Background: an optimization exercise with open tools, aiming at small area, a short achievable clock period and few clock cycles. Do not read the settings as production practice.
No functional check of the RTL was part of any run shown here.
Power is estimated from default activity; no workload was simulated.

## flow/design.v (module list and top-level ports; edited modules follow where they fit)
// module fp_mult: 1555 lines
// module fa_cell: 6 lines
// module ha_cell: 6 lines
// module hold_mux: 7 lines
module fp_mult(A, B, clk, reset, C, done, flow);
  // ...
==> flow/flow/run.sh <==
#!/bin/bash
set -o pipefail
export BUFFER_PORTS_ARGS="-buffer_cell sky130_fd_sc_hd__buf_4"
bash standard.sh > standard.log 2>&1
==> flow/standard.sh <==
#!/bin/bash
# synth_recipe.tcl (not shown) runs the flow's synth.tcl, then flattens the netlist and writes it again
# the make line also repeats each setting of config.mk as NAME=value (left out here)
make -C /OpenROAD-flow-scripts/flow DESIGN_CONFIG=/design/flow/config.mk WORK_HOME=/design/flow/orfs CLKGATE_MAP_FILE= SYNTH_SCRIPT=/design/flow/synth_recipe.tcl "${@:-finish}"
==> flow/config.mk <==
export PLATFORM = sky130hd
export DESIGN_NAME = fp_mult
export DESIGN_NICKNAME = fp_mult
export VERILOG_FILES = /design/flow/design.v
export SDC_FILE = /design/flow/constraint.sdc
export NUM_CORES = 4
export LEC_CHECK = 0
export ABC_AREA = 1
export CAP_MARGIN = 20
export CORE_MARGIN = 2
export CORE_UTILIZATION = 40
export SLEW_MARGIN = 20
export SYNTH_HIERARCHICAL = 1
==> flow/constraint.sdc <==
create_clock -name core_clock -period 5.0 [get_ports {clk}]
set_input_delay 1.0000 -clock core_clock [delete_from_list [all_inputs] [get_ports {clk}]]
set_output_delay 1.0000 -clock core_clock [all_outputs]
set_load 0.01 [all_outputs]
==> results.sh, run 1 <==
export IMPL_ant_nets=0
export IMPL_die_area_um2=47500
export IMPL_cp_endpoint="C[2]"
export IMPL_slew_violations=0
export IMPL_critPathBufInv=5
export IMPL_clkCellAreaFrac_pct=1.55
export IMPL_drc=0
export IMPL_synth_nets=2779
export IMPL_max_cap_violations=0
export IMPL_nonClkBufAreaFrac_pct=9.86
export IMPL_relSlewSlack_pct=39.7
export IMPL_regToRegStartpoint="r_m[52]$_DFF_P_"
export IMPL_synth_area_per_cell_um2=7.91
export IMPL_coreArea_um2=45300
export IMPL_top_register="r_m"
export IMPL_setup_worst_path_start="r_m[3]$_DFF_P_"
export IMPL_end_kind="output pin"
export IMPL_cts_resized=14
export IMPL_seq_share_pct=7.29
export IMPL_use_met2_pct=43.1
export IMPL_grt_use_met1_pct=33.9
export IMPL_tightestPinTransition_ns=0.904
export IMPL_first_pass_iters=6
export IMPL_final_cells=3008
export IMPL_synthCells=2313
export IMPL_rr_endpoint="r_m[52]$_DFF_P_"
export IMPL_postCtsHoldBufs=0
export IMPL_clk_latency_ns=0.35
export IMPL_dpl_hpwl_um=49200
export IMPL_critPathKind="reg2out"
export IMPL_power_leader="combinational cells"
export IMPL_p_comb_mw=12.4
export IMPL_diodes=1
export IMPL_first_global_vias=16700
export IMPL_inv_count=254
export IMPL_cp_depth=25
export IMPL_final_nets=2868
export IMPL_via_count=16500
export IMPL_ff2ff_setup_slack_ns=4.27
export IMPL_status="no timing/DRC/antenna violations"
export IMPL_cts_sinks=71
export IMPL_die_h_um=218
export IMPL_p_total_mw=14.2
export IMPL_fin_util_pct=46.2
==> inputs of run 2 (changes only) <==
--- a/flow/design.v
+++ b/flow/design.v
@@ -1314,224 +1314,316 @@
     wire G996 = g954 | (p955 & G994);
     wire P997 = 1'b0;
     wire G998 = g956 | (p957 & G996);
     wire P999 = 1'b0;
     wire G1000 = g958 | (p959 & G998);
     wire P1001 = 1'b0;
     wire G1002 = g962 | (p963 & g960);
     wire P1003 = p963 & p961;
-    wire G1004 = G1002 | (P1003 & G1000);
-    wire P1005 = 1'b0;
-    wire G1006 = g964 | (p965 & G1004);
-    wire P1007 = 1'b0;
-    wire G1008 = g966 | (p967 & G1006);
-    wire P1009 = 1'b0;
-    wire G1010 = g970 | (p971 & g968);
-    wire P1011 = p971 & p969;
-    wire G1012 = g974 | (p975 & g972);
-    wire P1013 = p975 & p973;
-    wire G1014 = G1010 | (P1011 & G1008);
-    wire P1015 = 1'b0;
-    reg [61:0] r_m;           
+    reg [73:0] r_m;           
     reg [8:0] r_esum;
     reg r_sign;
     reg r_done;
-    wire [61:0] m_next;
-    hold_mux #(.W(62)) u_hold (.load(reset), .q(r_m), .d({s564, c545, s544, c525, s524, s522, P1013, G1012, P1015, G1014, s938, c937, c933, s936, s932, c929, c923, s928, s922, c917, c909, s916, s908, c901, c891, s900, s890, c881, c869, s880, s868, c857, c843, s856, s842, c829, c813, s828, s812, c797, c779, s796, s778, c761, c741, s760, s740, c721, c699, s720, s698, c677, s676, c653, c629, s652, s628, c607, c585, s606, s584, c565}), .y(m_next));
+    wire [73:0] m_next;
+    hold_mux #(.W(74)) u_hold (.load(reset), .q(r_m), .d({s564, c545, s544, c525, s524, s522, s506, c489, s488, c473, s472, c457, s456, c443, s442, c429, s428, s426, P1003, G1002, P1001, G1000, s938, c937, c933, s936, s932, c929, c923, s928, s922, c917, c909, s916, s908, c901, c891, s900, s890, c881, c869, s880, s868, c857, c843, s856, s842, c829, c813, s828, s812, c797, c779, s796, s778, c761, c741, s760, s740, c721, c699, s720, s698, c677, s676, c653, c629, s652, s628, c607, c585, s606, s584, c565}), .y(m_next));
     always @(posedge clk)
         r_m <= m_next;
     always @(posedge clk) begin
         if (reset) begin
             r_esum <= {1'b0, A[30:23]} + {1'b0, B[30:23]};
             r_sign <= A[31] ^ B[31];
             r_done <= 1'b1;
         end
     end
+    wire s1004, c1005;
+    ha_cell u_s1004 (.a(r_m[0]), .b(r_m[1]), .s(s1004), .co(c1005));
+    wire s1006, c1007;
+    ha_cell u_s1006 (.a(r_m[2]), .b(r_m[3]), .s(s1006), .co(c1007));
+    wire s1008, c1009;
+    ha_cell u_s1008 (.a(r_m[4]), .b(r_m[5]), .s(s1008), .co(c1009));
+    wire s1010, c1011;
+    ha_cell u_s1010 (.a(r_m[6]), .b(r_m[7]), .s(s1010), .co(c1011));
+    wire s1012, c1013;
+    ha_cell u_s1012 (.a(r_m[8]), .b(r_m[9]), .s(s1012), .co(c1013));
+    wire s1014, c1015;
+    ha_cell u_s1014 (.a(r_m[10]), .b(r_m[11]), .s(s1014), .co(c1015));
     wire s1016, c1017;
-    ha_cell u_s1016 (.a(r_m[0]), .b(r_m[1]), .s(s1016), .co(c1017));
+    ha_cell u_s1016 (.a(r_m[12]), .b(r_m[13]), .s(s1016), .co(c1017));
     wire s1018, c1019;
-    ha_cell u_s1018 (.a(r_m[2]), .b(r_m[3]), .s(s1018), .co(c1019));
+    ha_cell u_s1018 (.a(r_m[14]), .b(r_m[15]), .s(s1018), .co(c1019));
     wire s1020, c1021;
-    ha_cell u_s1020 (.a(r_m[4]), .b(r_m[5]), .s(s1020), .co(c1021));
+    ha_cell u_s1020 (.a(r_m[16]), .b(r_m[17]), .s(s1020), .co(c1021));
     wire s1022, c1023;
-    ha_cell u_s1022 (.a(r_m[6]), .b(r_m[7]), .s(s1022), .co(c1023));
+    ha_cell u_s1022 (.a(r_m[18]), .b(r_m[19]), .s(s1022), .co(c1023));
     wire s1024, c1025;
-    ha_cell u_s1024 (.a(r_m[8]), .b(r_m[9]), .s(s1024), .co(c1025));
+    ha_cell u_s1024 (.a(r_m[20]), .b(r_m[21]), .s(s1024), .co(c1025));
     wire s1026, c1027;
-    ha_cell u_s1026 (.a(r_m[10]), .b(r_m[11]), .s(s1026), .co(c1027));
+    ha_cell u_s1026 (.a(r_m[22]), .b(r_m[23]), .s(s1026), .co(c1027));
     wire s1028, c1029;
-    ha_cell u_s1028 (.a(r_m[12]), .b(r_m[13]), .s(s1028), .co(c1029));
+    ha_cell u_s1028 (.a(r_m[24]), .b(r_m[25]), .s(s1028), .co(c1029));
     wire s1030, c1031;
-    ha_cell u_s1030 (.a(r_m[14]), .b(r_m[15]), .s(s1030), .co(c1031));
+    ha_cell u_s1030 (.a(r_m[26]), .b(r_m[27]), .s(s1030), .co(c1031));
     wire s1032, c1033;
-    ha_cell u_s1032 (.a(r_m[16]), .b(r_m[17]), .s(s1032), .co(c1033));
+    ha_cell u_s1032 (.a(r_m[28]), .b(r_m[29]), .s(s1032), .co(c1033));
     wire s1034, c1035;
-    ha_cell u_s1034 (.a(r_m[18]), .b(r_m[19]), .s(s1034), .co(c1035));
+    ha_cell u_s1034 (.a(r_m[30]), .b(r_m[31]), .s(s1034), .co(c1035));
     wire s1036, c1037;
-    ha_cell u_s1036 (.a(r_m[20]), .b(r_m[21]), .s(s1036), .co(c1037));
+    ha_cell u_s1036 (.a(r_m[32]), .b(r_m[33]), .s(s1036), .co(c1037));
     wire s1038, c1039;
-    ha_cell u_s1038 (.a(r_m[22]), .b(r_m[23]), .s(s1038), .co(c1039));
+    ha_cell u_s1038 (.a(r_m[34]), .b(r_m[35]), .s(s1038), .co(c1039));
     wire s1040, c1041;
-    ha_cell u_s1040 (.a(r_m[24]), .b(r_m[25]), .s(s1040), .co(c1041));
+    ha_cell u_s1040 (.a(r_m[36]), .b(r_m[37]), .s(s1040), .co(c1041));
     wire s1042, c1043;
-    ha_cell u_s1042 (.a(r_m[26]), .b(r_m[27]), .s(s1042), .co(c1043));
+    ha_cell u_s1042 (.a(r_m[38]), .b(r_m[39]), .s(s1042), .co(c1043));
     wire s1044, c1045;
-    ha_cell u_s1044 (.a(r_m[28]), .b(r_m[29]), .s(s1044), .co(c1045));
+    ha_cell u_s1044 (.a(r_m[40]), .b(r_m[41]), .s(s1044), .co(c1045));
     wire s1046, c1047;
-    ha_cell u_s1046 (.a(r_m[30]), .b(r_m[31]), .s(s1046), .co(c1047));
+    ha_cell u_s1046 (.a(r_m[42]), .b(r_m[43]), .s(s1046), .co(c1047));
     wire s1048, c1049;
-    ha_cell u_s1048 (.a(r_m[32]), .b(r_m[33]), .s(s1048), .co(c1049));
+    ha_cell u_s1048 (.a(r_m[44]), .b(r_m[45]), .s(s1048), .co(c1049));
     wire s1050, c1051;
-    ha_cell u_s1050 (.a(r_m[34]), .b(r_m[35]), .s(s1050), .co(c1051));
+    ha_cell u_s1050 (.a(r_m[46]), .b(r_m[47]), .s(s1050), .co(c1051));
     wire s1052, c1053;
-    ha_cell u_s1052 (.a(r_m[36]), .b(r_m[37]), .s(s1052), .co(c1053));
+    ha_cell u_s1052 (.a(r_m[48]), .b(r_m[49]), .s(s1052), .co(c1053));
     wire s1054, c1055;
-    ha_cell u_s1054 (.a(r_m[38]), .b(r_m[39]), .s(s1054), .co(c1055));
-    wire s1056, c1057;
-    ha_cell u_s1056 (.a(r_m[40]), .b(r_m[41]), .s(s1056), .co(c1057));
-    wire s1058, c1059;
-    ha_cell u_s1058 (.a(r_m[42]), .b(r_m[43]), .s(s1058), .co(c1059));
-    wire s1060, c1061;
-    ha_cell u_s1060 (.a(r_m[44]), .b(r_m[45]), .s(s1060), .co(c1061));
-    wire s1062, c1063;
-    ha_cell u_s1062 (.a(r_m[46]), .b(r_m[47]), .s(s1062), .co(c1063));
-    wire s1064, c1065;
-    ha_cell u_s1064 (.a(r_m[48]), .b(r_m[49]), .s(s1064), .co(c1065));
-    wire s1066, c1067;
-    ha_cell u_s1066 (.a(r_m[50]), .b(r_m[51]), .s(s1066), .co(c1067));
-    wire g1068 = r_m[56] & r_m[57];
-    wire p1069 = r_m[56] ^ r_m[57];
-    wire g1070 = r_m[58] & r_m[59];
-    wire p1071 = r_m[58] ^ r_m[59];
-    wire g1072 = r_m[60] & r_m[61];
-    wire p1073 = r_m[60] ^ r_m[61];
+    ha_cell u_s1054 (.a(r_m[50]), .b(r_m[51]), .s(s1054), .co(c1055));
+    wire g1056 = r_m[56] & r_m[57];
+    wire p1057 = r_m[56] ^ r_m[57];
+    wire g1058 = r_m[58] & r_m[59];
+    wire p1059 = r_m[58] ^ r_m[59];
+    wire g1060 = r_m[60] & r_m[61];
+    wire p1061 = r_m[60] ^ r_m[61];
+    wire g1062 = r_m[62] & r_m[63];
+    wire p1063 = r_m[62] ^ r_m[63];
+    wire g1064 = r_m[64] & r_m[65];
+    wire p1065 = r_m[64] ^ r_m[65];
+    wire g1066 = r_m[66] & r_m[67];
+    wire p1067 = r_m[66] ^ r_m[67];
+    wire g1068 = r_m[68] & r_m[69];
+    wire p1069 = r_m[68] ^ r_m[69];
+    wire g1070 = r_m[70] & r_m[71];
+    wire p1071 = r_m[70] ^ r_m[71];
+    wire g1072 = r_m[72] & r_m[73];
+    wire p1073 = r_m[72] ^ r_m[73];
     wire G1074 = r_m[54] | (r_m[55] & r_m[52]);
     wire P1075 = 1'b0;
-    wire G1076 = g1068 | (p1069 & G1074);
+    wire G1076 = g1056 | (p1057 & G1074);
     wire P1077 = 1'b0;
-    wire G1078 = g1072 | (p1073 & g1070);
-    wire P1079 = p1073 & p1071;
-    wire G1080 = G1078 | (P1079 & G1076);
-    wire P1081 = 1'b0;
-    wire cin = G1080;
-    wire [25:0] r_a = {c1065, c1063, c1061, c1059, c1057, c1055, c1053, c1051, c1049, c1047, c1045, c1043, c1041, c1039, c1037, c1035, c1033, c1031, c1029, c1027, c1025, c1023, c1021, c1019, c1017, s1016};
-    wire [24:0] r_b = {s1066, s1064, s1062, s1060, s1058, s1056, s1054, s1052, s1050, s1048, s1046, s1044, s1042, s1040, s1038, s1036, s1034, s1032, s1030, s1028, s1026, s1024, s1022, s1020, s1018};
+    wire G1078 = g1060 | (p1061 & g1058);
+    wire P1079 = p1061 & p1059;
+    wire G1080 = g1064 | (p1065 & g1062);
+    wire P1081 = p1065 & p1063;
+    wire G1082 = g1068 | (p1069 & g1066);
+    wire P1083 = p1069 & p1067;
+    wire G1084 = g1072 | (p1073 & g1070);
+    wire P1085 = p1073 & p1071;
+    wire G1086 = G1078 | (P1079 & G1076);
+    wire P1087 = 1'b0;
+    wire G1088 = G1082 | (P1083 & G1080);
+    wire P1089 = P1083 & P1081;
+    wire G1090 = G1088 | (P1089 & G1086);
+    wire P1091 = 1'b0;
+    wire G1092 = G1084 | (P1085 & G1090);
+    wire P1093 = 1'b0;
+    wire cin = G1092;
+    wire [25:0] r_a = {c1053, c1051, c1049, c1047, c1045, c1043, c1041, c1039, c1037, c1035, c1033, c1031, c1029, c1027, c1025, c1023, c1021, c1019, c1017, c1015, c1013, c1011, c1009, c1007, c1005, s1004};
+    wire [24:0] r_b = {s1054, s1052, s1050, s1048, s1046, s1044, s1042, s1040, s1038, s1036, s1034, s1032, s1030, s1028, s1026, s1024, s1022, s1020, s1018, s1016, s1014, s1012, s1010, s1008, s1006};
     wire [24:0] xa = r_a[25:1];
     wire [24:0] xb = r_b;
     wire [24:0] gg = xa & xb;
     wire [24:0] pp = xa ^ xb;
     wire G0_1 = gg[1] | (pp[1] & gg[0]);
     wire P0_1 = pp[1] & pp[0];
+    wire G0_2 = gg[2] | (pp[2] & gg[1]);
+    wire P0_2 = pp[2] & pp[1];
     wire G0_3 = gg[3] | (pp[3] & gg[2]);
     wire P0_3 = pp[3] & pp[2];
+    wire G0_4 = gg[4] | (pp[4] & gg[3]);
+    wire P0_4 = pp[4] & pp[3];
     wire G0_5 = gg[5] | (pp[5] & gg[4]);
     wire P0_5 = pp[5] & pp[4];
+    wire G0_6 = gg[6] | (pp[6] & gg[5]);
+    wire P0_6 = pp[6] & pp[5];
     wire G0_7 = gg[7] | (pp[7] & gg[6]);
     wire P0_7 = pp[7] & pp[6];
+    wire G0_8 = gg[8] | (pp[8] & gg[7]);
+    wire P0_8 = pp[8] & pp[7];
     wire G0_9 = gg[9] | (pp[9] & gg[8]);
     wire P0_9 = pp[9] & pp[8];
+    wire G0_10 = gg[10] | (pp[10] & gg[9]);
+    wire P0_10 = pp[10] & pp[9];
     wire G0_11 = gg[11] | (pp[11] & gg[10]);
     wire P0_11 = pp[11] & pp[10];
+    wire G0_12 = gg[12] | (pp[12] & gg[11]);
+    wire P0_12 = pp[12] & pp[11];
     wire G0_13 = gg[13] | (pp[13] & gg[12]);
     wire P0_13 = pp[13] & pp[12];
+    wire G0_14 = gg[14] | (pp[14] & gg[13]);
+    wire P0_14 = pp[14] & pp[13];
     wire G0_15 = gg[15] | (pp[15] & gg[14]);
     wire P0_15 = pp[15] & pp[14];
+    wire G0_16 = gg[16] | (pp[16] & gg[15]);
+    wire P0_16 = pp[16] & pp[15];
     wire G0_17 = gg[17] | (pp[17] & gg[16]);
     wire P0_17 = pp[17] & pp[16];
+    wire G0_18 = gg[18] | (pp[18] & gg[17]);
+    wire P0_18 = pp[18] & pp[17];
     wire G0_19 = gg[19] | (pp[19] & gg[18]);
     wire P0_19 = pp[19] & pp[18];
+    wire G0_20 = gg[20] | (pp[20] & gg[19]);
+    wire P0_20 = pp[20] & pp[19];
     wire G0_21 = gg[21] | (pp[21] & gg[20]);
     wire P0_21 = pp[21] & pp[20];
+    wire G0_22 = gg[22] | (pp[22] & gg[21]);
+    wire P0_22 = pp[22] & pp[21];
     wire G0_23 = gg[23] | (pp[23] & gg[22]);
     wire P0_23 = pp[23] & pp[22];
-    wire G1_2 = gg[2] | (pp[2] & G0_1);
-    wire P1_2 = pp[2] & P0_1;
+    wire G0_24 = gg[24] | (pp[24] & gg[23]);
+    wire P0_24 = pp[24] & pp[23];
+    wire G1_2 = G0_2 | (P0_2 & gg[0]);
+    wire P1_2 = P0_2 & pp[0];
     wire G1_3 = G0_3 | (P0_3 & G0_1);
     wire P1_3 = P0_3 & P0_1;
-    wire G1_6 = gg[6] | (pp[6] & G0_5);
-    wire P1_6 = pp[6] & P0_5;
+    wire G1_4 = G0_4 | (P0_4 & G0_2);
+    wire P1_4 = P0_4 & P0_2;
+    wire G1_5 = G0_5 | (P0_5 & G0_3);
+    wire P1_5 = P0_5 & P0_3;
+    wire G1_6 = G0_6 | (P0_6 & G0_4);
+    wire P1_6 = P0_6 & P0_4;
     wire G1_7 = G0_7 | (P0_7 & G0_5);
     wire P1_7 = P0_7 & P0_5;
-    wire G1_10 = gg[10] | (pp[10] & G0_9);
-    wire P1_10 = pp[10] & P0_9;
+    wire G1_8 = G0_8 | (P0_8 & G0_6);
+    wire P1_8 = P0_8 & P0_6;
+    wire G1_9 = G0_9 | (P0_9 & G0_7);
+    wire P1_9 = P0_9 & P0_7;
+    wire G1_10 = G0_10 | (P0_10 & G0_8);
+    wire P1_10 = P0_10 & P0_8;
     wire G1_11 = G0_11 | (P0_11 & G0_9);
     wire P1_11 = P0_11 & P0_9;
-    wire G1_14 = gg[14] | (pp[14] & G0_13);
-    wire P1_14 = pp[14] & P0_13;
+    wire G1_12 = G0_12 | (P0_12 & G0_10);
+    wire P1_12 = P0_12 & P0_10;
+    wire G1_13 = G0_13 | (P0_13 & G0_11);
+    wire P1_13 = P0_13 & P0_11;
+    wire G1_14 = G0_14 | (P0_14 & G0_12);
+    wire P1_14 = P0_14 & P0_12;
     wire G1_15 = G0_15 | (P0_15 & G0_13);
     wire P1_15 = P0_15 & P0_13;
-    wire G1_18 = gg[18] | (pp[18] & G0_17);
-    wire P1_18 = pp[18] & P0_17;
+    wire G1_16 = G0_16 | (P0_16 & G0_14);
+    wire P1_16 = P0_16 & P0_14;
+    wire G1_17 = G0_17 | (P0_17 & G0_15);
+    wire P1_17 = P0_17 & P0_15;
+    wire G1_18 = G0_18 | (P0_18 & G0_16);
+    wire P1_18 = P0_18 & P0_16;
     wire G1_19 = G0_19 | (P0_19 & G0_17);
     wire P1_19 = P0_19 & P0_17;
-    wire G1_22 = gg[22] | (pp[22] & G0_21);
-    wire P1_22 = pp[22] & P0_21;
+    wire G1_20 = G0_20 | (P0_20 & G0_18);
+    wire P1_20 = P0_20 & P0_18;
+    wire G1_21 = G0_21 | (P0_21 & G0_19);
+    wire P1_21 = P0_21 & P0_19;
+    wire G1_22 = G0_22 | (P0_22 & G0_20);
+    wire P1_22 = P0_22 & P0_20;
     wire G1_23 = G0_23 | (P0_23 & G0_21);
     wire P1_23 = P0_23 & P0_21;
-    wire G2_4 = gg[4] | (pp[4] & G1_3);
-    wire P2_4 = pp[4] & P1_3;
-    wire G2_5 = G0_5 | (P0_5 & G1_3);
-    wire P2_5 = P0_5 & P1_3;
-    wire G2_6 = G1_6 | (P1_6 & G1_3);
-    wire P2_6 = P1_6 & P1_3;
+    wire G1_24 = G0_24 | (P0_24 & G0_22);
+    wire P1_24 = P0_24 & P0_22;
+    wire G2_4 = G1_4 | (P1_4 & gg[0]);
+    wire P2_4 = P1_4 & pp[0];
+    wire G2_5 = G1_5 | (P1_5 & G0_1);
+    wire P2_5 = P1_5 & P0_1;
+    wire G2_6 = G1_6 | (P1_6 & G1_2);
+    wire P2_6 = P1_6 & P1_2;
     wire G2_7 = G1_7 | (P1_7 & G1_3);
     wire P2_7 = P1_7 & P1_3;
-    wire G2_12 = gg[12] | (pp[12] & G1_11);
-    wire P2_12 = pp[12] & P1_11;
-    wire G2_13 = G0_13 | (P0_13 & G1_11);
-    wire P2_13 = P0_13 & P1_11;
-    wire G2_14 = G1_14 | (P1_14 & G1_11);
-    wire P2_14 = P1_14 & P1_11;
+    wire G2_8 = G1_8 | (P1_8 & G1_4);
+    wire P2_8 = P1_8 & P1_4;
+    wire G2_9 = G1_9 | (P1_9 & G1_5);
+    wire P2_9 = P1_9 & P1_5;
+    wire G2_10 = G1_10 | (P1_10 & G1_6);
+    wire P2_10 = P1_10 & P1_6;
+    wire G2_11 = G1_11 | (P1_11 & G1_7);
+    wire P2_11 = P1_11 & P1_7;
+    wire G2_12 = G1_12 | (P1_12 & G1_8);
+    wire P2_12 = P1_12 & P1_8;
+    wire G2_13 = G1_13 | (P1_13 & G1_9);
+    wire P2_13 = P1_13 & P1_9;
+    wire G2_14 = G1_14 | (P1_14 & G1_10);
+    wire P2_14 = P1_14 & P1_10;
     wire G2_15 = G1_15 | (P1_15 & G1_11);
     wire P2_15 = P1_15 & P1_11;
-    wire G2_20 = gg[20] | (pp[20] & G1_19);
-    wire P2_20 = pp[20] & P1_19;
-    wire G2_21 = G0_21 | (P0_21 & G1_19);
-    wire P2_21 = P0_21 & P1_19;
-    wire G2_22 = G1_22 | (P1_22 & G1_19);
-    wire P2_22 = P1_22 & P1_19;
+    wire G2_16 = G1_16 | (P1_16 & G1_12);
+    wire P2_16 = P1_16 & P1_12;
+    wire G2_17 = G1_17 | (P1_17 & G1_13);
+    wire P2_17 = P1_17 & P1_13;
+    wire G2_18 = G1_18 | (P1_18 & G1_14);
+    wire P2_18 = P1_18 & P1_14;
+    wire G2_19 = G1_19 | (P1_19 & G1_15);
+    wire P2_19 = P1_19 & P1_15;
+    wire G2_20 = G1_20 | (P1_20 & G1_16);
+    wire P2_20 = P1_20 & P1_16;
+    wire G2_21 = G1_21 | (P1_21 & G1_17);
+    wire P2_21 = P1_21 & P1_17;
+    wire G2_22 = G1_22 | (P1_22 & G1_18);
+    wire P2_22 = P1_22 & P1_18;
     wire G2_23 = G1_23 | (P1_23 & G1_19);
     wire P2_23 = P1_23 & P1_19;
-    wire G3_8 = gg[8] | (pp[8] & G2_7);
-    wire P3_8 = pp[8] & P2_7;
-    wire G3_9 = G0_9 | (P0_9 & G2_7);
-    wire P3_9 = P0_9 & P2_7;
-    wire G3_10 = G1_10 | (P1_10 & G2_7);
-    wire P3_10 = P1_10 & P2_7;
-    wire G3_11 = G1_11 | (P1_11 & G2_7);
-    wire P3_11 = P1_11 & P2_7;
-    wire G3_12 = G2_12 | (P2_12 & G2_7);
-    wire P3_12 = P2_12 & P2_7;
-    wire G3_13 = G2_13 | (P2_13 & G2_7);
-    wire P3_13 = P2_13 & P2_7;
-    wire G3_14 = G2_14 | (P2_14 & G2_7);
-    wire P3_14 = P2_14 & P2_7;
+    wire G2_24 = G1_24 | (P1_24 & G1_20);
+    wire P2_24 = P1_24 & P1_20;
+    wire G3_8 = G2_8 | (P2_8 & gg[0]);
+    wire P3_8 = P2_8 & pp[0];
+    wire G3_9 = G2_9 | (P2_9 & G0_1);
+    wire P3_9 = P2_9 & P0_1;
+    wire G3_10 = G2_10 | (P2_10 & G1_2);
+    wire P3_10 = P2_10 & P1_2;
+    wire G3_11 = G2_11 | (P2_11 & G1_3);
+    wire P3_11 = P2_11 & P1_3;
+    wire G3_12 = G2_12 | (P2_12 & G2_4);
+    wire P3_12 = P2_12 & P2_4;
+    wire G3_13 = G2_13 | (P2_13 & G2_5);
+    wire P3_13 = P2_13 & P2_5;
+    wire G3_14 = G2_14 | (P2_14 & G2_6);
+    wire P3_14 = P2_14 & P2_6;
     wire G3_15 = G2_15 | (P2_15 & G2_7);
     wire P3_15 = P2_15 & P2_7;
-    wire G3_24 = gg[24] | (pp[24] & G2_23);
-    wire P3_24 = pp[24] & P2_23;
-    wire G4_16 = gg[16] | (pp[16] & G3_15);
-    wire P4_16 = pp[16] & P3_15;
-    wire G4_17 = G0_17 | (P0_17 & G3_15);
-    wire P4_17 = P0_17 & P3_15;
-    wire G4_18 = G1_18 | (P1_18 & G3_15);
-    wire P4_18 = P1_18 & P3_15;
-    wire G4_19 = G1_19 | (P1_19 & G3_15);
-    wire P4_19 = P1_19 & P3_15;
-    wire G4_20 = G2_20 | (P2_20 & G3_15);
-    wire P4_20 = P2_20 & P3_15;
-    wire G4_21 = G2_21 | (P2_21 & G3_15);
-    wire P4_21 = P2_21 & P3_15;
-    wire G4_22 = G2_22 | (P2_22 & G3_15);
-    wire P4_22 = P2_22 & P3_15;
-    wire G4_23 = G2_23 | (P2_23 & G3_15);
-    wire P4_23 = P2_23 & P3_15;
-    wire G4_24 = G3_24 | (P3_24 & G3_15);
-    wire P4_24 = P3_24 & P3_15;
+    wire G3_16 = G2_16 | (P2_16 & G2_8);
+    wire P3_16 = P2_16 & P2_8;
+    wire G3_17 = G2_17 | (P2_17 & G2_9);
+    wire P3_17 = P2_17 & P2_9;
+    wire G3_18 = G2_18 | (P2_18 & G2_10);
+    wire P3_18 = P2_18 & P2_10;
+    wire G3_19 = G2_19 | (P2_19 & G2_11);
+    wire P3_19 = P2_19 & P2_11;
+    wire G3_20 = G2_20 | (P2_20 & G2_12);
+    wire P3_20 = P2_20 & P2_12;
+    wire G3_21 = G2_21 | (P2_21 & G2_13);
+    wire P3_21 = P2_21 & P2_13;
+    wire G3_22 = G2_22 | (P2_22 & G2_14);
+    wire P3_22 = P2_22 & P2_14;
+    wire G3_23 = G2_23 | (P2_23 & G2_15);
+    wire P3_23 = P2_23 & P2_15;
+    wire G3_24 = G2_24 | (P2_24 & G2_16);
+    wire P3_24 = P2_24 & P2_16;
+    wire G4_16 = G3_16 | (P3_16 & gg[0]);
+    wire P4_16 = P3_16 & pp[0];
+    wire G4_17 = G3_17 | (P3_17 & G0_1);
+    wire P4_17 = P3_17 & P0_1;
+    wire G4_18 = G3_18 | (P3_18 & G1_2);
+    wire P4_18 = P3_18 & P1_2;
+    wire G4_19 = G3_19 | (P3_19 & G1_3);
+    wire P4_19 = P3_19 & P1_3;
+    wire G4_20 = G3_20 | (P3_20 & G2_4);
+    wire P4_20 = P3_20 & P2_4;
+    wire G4_21 = G3_21 | (P3_21 & G2_5);
+    wire P4_21 = P3_21 & P2_5;
+    wire G4_22 = G3_22 | (P3_22 & G2_6);
+    wire P4_22 = P3_22 & P2_6;
+    wire G4_23 = G3_23 | (P3_23 & G2_7);
+    wire P4_23 = P3_23 & P2_7;
+    wire G4_24 = G3_24 | (P3_24 & G3_8);
+    wire P4_24 = P3_24 & P3_8;
     wire [25:0] uu = {1'b0, pp} ^ {G4_24, G4_23, G4_22, G4_21, G4_20, G4_19, G4_18, G4_17, G4_16, G3_15, G3_14, G3_13, G3_12, G3_11, G3_10, G3_9, G3_8, G2_7, G2_6, G2_5, G2_4, G1_3, G1_2, G0_1, gg[0], 1'b0};
     wire [25:0] vv = {1'b0, pp} ^ {(G4_24 | P4_24), (G4_23 | P4_23), (G4_22 | P4_22), (G4_21 | P4_21), (G4_20 | P4_20), (G4_19 | P4_19), (G4_18 | P4_18), (G4_17 | P4_17), (G4_16 | P4_16), (G3_15 | P3_15), (G3_14 | P3_14), (G3_13 | P3_13), (G3_12 | P3_12), (G3_11 | P3_11), (G3_10 | P3_10), (G3_9 | P3_9), (G3_8 | P3_8), (G2_7 | P2_7), (G2_6 | P2_6), (G2_5 | P2_5), (G2_4 | P2_4), (G1_3 | P1_3), (G1_2 | P1_2), (G0_1 | P0_1), (gg[0] | pp[0]), 1'b1};
     wire a0 = r_a[0];
     wire uf = r_esum < 9'd127;
     wire [9:0] e0 = {1'b0, r_esum} - 10'd127;
     wire [9:0] e1 = {1'b0, r_esum} - 10'd126;
     wire [9:0] e2 = {1'b0, r_esum} - 10'd125;
     wire ov0 = e0 >= 10'd255;
==> run 2 against run 1 <==
Still clean. Wire length increased by 2.7%. Clock power is 7.4% lower. Maximum frequency increased by 0.22%. Final area up 0.85%. Worst hold slack barely moved. Critical endpoint is now C[26]. Largest cell class unchanged. Highest routed layer is now met5.
==> results.sh, run 2 <==
export IMPL_clk_latency_ns=0.36
export IMPL_die_width_um=222
export IMPL_hold_path_startpoint="r_m[67]$_DFF_P_"
export IMPL_seq_area_um2=1760
export IMPL_period_share_pct=96.9
export IMPL_layout_drive_gt1_share_pct=10.5
export IMPL_finClkSkew_ns=0
export IMPL_final_common_cell="nand2_1"
export IMPL_grt_pass1_wl_um=98200
export IMPL_fmax_mhz=206
export IMPL_h_tree_depth=3
export IMPL_tightestPinTransition_ns=1.04
export IMPL_synth_yosys_warnings=7
export IMPL_crit_fanout=16
export IMPL_drt_initial_drc_count=1273
export IMPL_top_usage_layer="met2"
export IMPL_rows=79
export IMPL_grt_max_degree=74
export IMPL_cts_buffer_depth=2
export IMPL_start_util_pct=40.8
export IMPL_synth_area_per_cell_um2=7.65
export IMPL_coreArea_um2=46800
export IMPL_leakage_nw=9.77
export IMPL_ant_nets=0
export IMPL_first_pass_iters=5
export IMPL_routed_wl_um=62600
export IMPL_powerDensity_nw_per_um2=658
export IMPL_routedWlPerCell_um=19.8
export IMPL_grt_overflow=0
export IMPL_grt_util_met3_pct=4.81
export IMPL_finalSetupViolCount=0
export IMPL_max_stage_delay_ns=0.46
export IMPL_hp_class="reg2reg"
export IMPL_worstPathArrival_ns=3.84
export IMPL_end_kind="output pin"
export IMPL_viasPerCell=5.51
export IMPL_startpoint_type="register"
export IMPL_crit_slowest_cell="nor2_4"
export IMPL_relSlewSlack_pct=30.3
export IMPL_use_met2_pct=41.1
export IMPL_pre_cts_ws_ns=-0.0370
export IMPL_die_h_um=222
export IMPL_pin_count=101
export IMPL_gp_congestion=0.966
export IMPL_status="no timing/DRC/antenna violations"
export IMPL_critPathKind="reg2out"
export IMPL_cts_tree="done"
export IMPL_antenna_found_initial=1
export IMPL_max_cap_violations=0
export IMPL_drc=0
export IMPL_crit_chain="ha_1 > ha_1 > a21oi_1 > nand3_2 > nand2_1 > nand2_2 > nand2_1 > nand2_1 > nand2_1 > nand3b_1 > nand3_1 > nand3_2 > nor2_4 > nand3_1 > nand2_1 > buf_4"
export IMPL_diodes=0
export IMPL_slew_violations=0
export IMPL_numCtsBuffers=9
export IMPL_synth_area_um2=19100
export IMPL_reg_top3="r_m (73), r_esum (9), r_sign (1)"
export IMPL_via_count=17400
export IMPL_top_register="r_m"
export IMPL_dpl_hpwl_um=51800
export IMPL_crit_required_ns=4.00
export IMPL_grt_setup_unrepaired="no"
export IMPL_hold_viol=0
export IMPL_synth_nets=2954
export IMPL_postCtsHoldBufs=0
export IMPL_track_usage_pct=25.4
export IMPL_grt_use_met1_pct=33.9
export IMPL_root_buffer="clkbuf_16"
export IMPL_period_minus_slack_ns=4.84
export IMPL_synthCells=2492
export IMPL_setup_ws_ns=0.156
export IMPL_multiInputGateArea_um2=15600
export IMPL_syn_to_final_growth_pct=10.8
export IMPL_path_clk_slew_ns=0.07
export IMPL_p_total_mw=13.9
export IMPL_regToRegStartpoint="r_m[25]$_DFF_P_"
export IMPL_final_cell_mix="nand2_1, o22ai_1, xnor2_1"
export IMPL_die_area_um2=49400
export IMPL_largest_reg_flops=73
export IMPL_fillerInstances=4779
export IMPL_cts_sinks=83
export IMPL_io_buffers=99
export IMPL_ir_drop_uv=341
export IMPL_final_nets=3007
export IMPL_first_global_vias=17500
export IMPL_setup_worst_path_start="r_m[11]$_DFF_P_"
export IMPL_cpMostUsedCell="nand2_1"
-- run 2: worst paths after layout --
kind | endpoint | slack [ns] | depth (start not counted)
hold / removal | r_m[67]$_DFF_P_ | 0.45 | 2
setup reg to reg | r_m[25]$_DFF_P_ | 4.30 | 2
hold reg to reg | r_m[67]$_DFF_P_ | 0.45 | 2
setup / recovery | C[26] | 0.16 | 16
-- run 2: final cells by class --
type                       instances  area share (%)
inverter                         251            4.46
multi-input combinational       1987            73.9
clock inverter                     4           0.154
timing repair buffer             213            8.23
sequential                        83            8.35
clock buffer                      12            1.27
tap                              607            3.60
-- run 2: critical path: cells and delay by family (launching register included) --
kind | cells | cell delay, ns
compound gates | 1 | 0.28
fa+ha+maj | 2 | 0.63
buf+inv | 1 | 0.12
flops | 1 | 0.40
simple gates | 12 | 2.02
-- run 2: through the flow --
step | hold slack (ns) | util [%] | TNS, ns | instances | area [µm²]
floorplan | 0.419 | - | 0 | 2492 | 19100
global placement | 0.432 | 44.4 | 0 | 3137 | 20700
detailed placement | 0.435 | 44.4 | -0.0370 | 3137 | 20700
CTS | 0.450 | 45.0 | 0 | 3153 | 21000
global route | 0.473 | 45.1 | 0 | 3157 | 21100
finish | 0.449 | 45.1 | 0 | 3157 | 21100
-- run 2: power by group --
part | internal (mW) | leakage (nW) | total, mW | switching, mW
combinational | 4.92 | 8.92 | 12.0 | 7.08
sequential | 1.02 | 0.709 | 1.21 | 0.190
clock | 0.382 | 0.140 | 0.678 | 0.296
total | 6.32 | 9.77 | 13.9 | 7.56
-- run 2: timing repair --
| item | in CTS | in global routing |
|---|---|---|
| buffers inserted | 0 | 2 |
| endpoints found under the setup margin | 0 | 32 |
| resized for setup | 0 | 2 |
-- run 2: routing by layer --
metal | share of wire (%) | wire [µm]
met1 | 44 | 27900
met2 | 45 | 28200
met3 | 6.8 | 4260
met4 | 3.6 | 2250
met5 | 0.024 | 15

==> re-timing with driven ports <==
The results above use ideal ports. As a check the final layouts listed here were re-extracted and re-timed, cells and wires unchanged. Step 1, drivers: a clkbuf_16 drives clk and a buf_2 each remaining input, both assumed. Step 2, shift: input delay + t, output delay - t, t = (earliest + latest rising clock arrival at the registers) / 2. This alone moves slack from input paths to output paths. Three values: no drivers, after step 1, after step 2; two values: the first two.
run | shift t [ns] | setup slack, ns | worst setup path after step 2 | pins driven straight from the clock port
run 1 | 0.399 | 0.146 / 0.097 / -0.124 | input to register | 1
run 2 | 0.413 | 0.156 / 0.109 / -0.067 | input to register | 1
With both steps, setup timing fails in run 1 and run 2, where it was met with ideal ports. For run 1, which loses most, drivers alone change the setup slack by -0.049 ns; drivers and shift together by -0.270 ns.
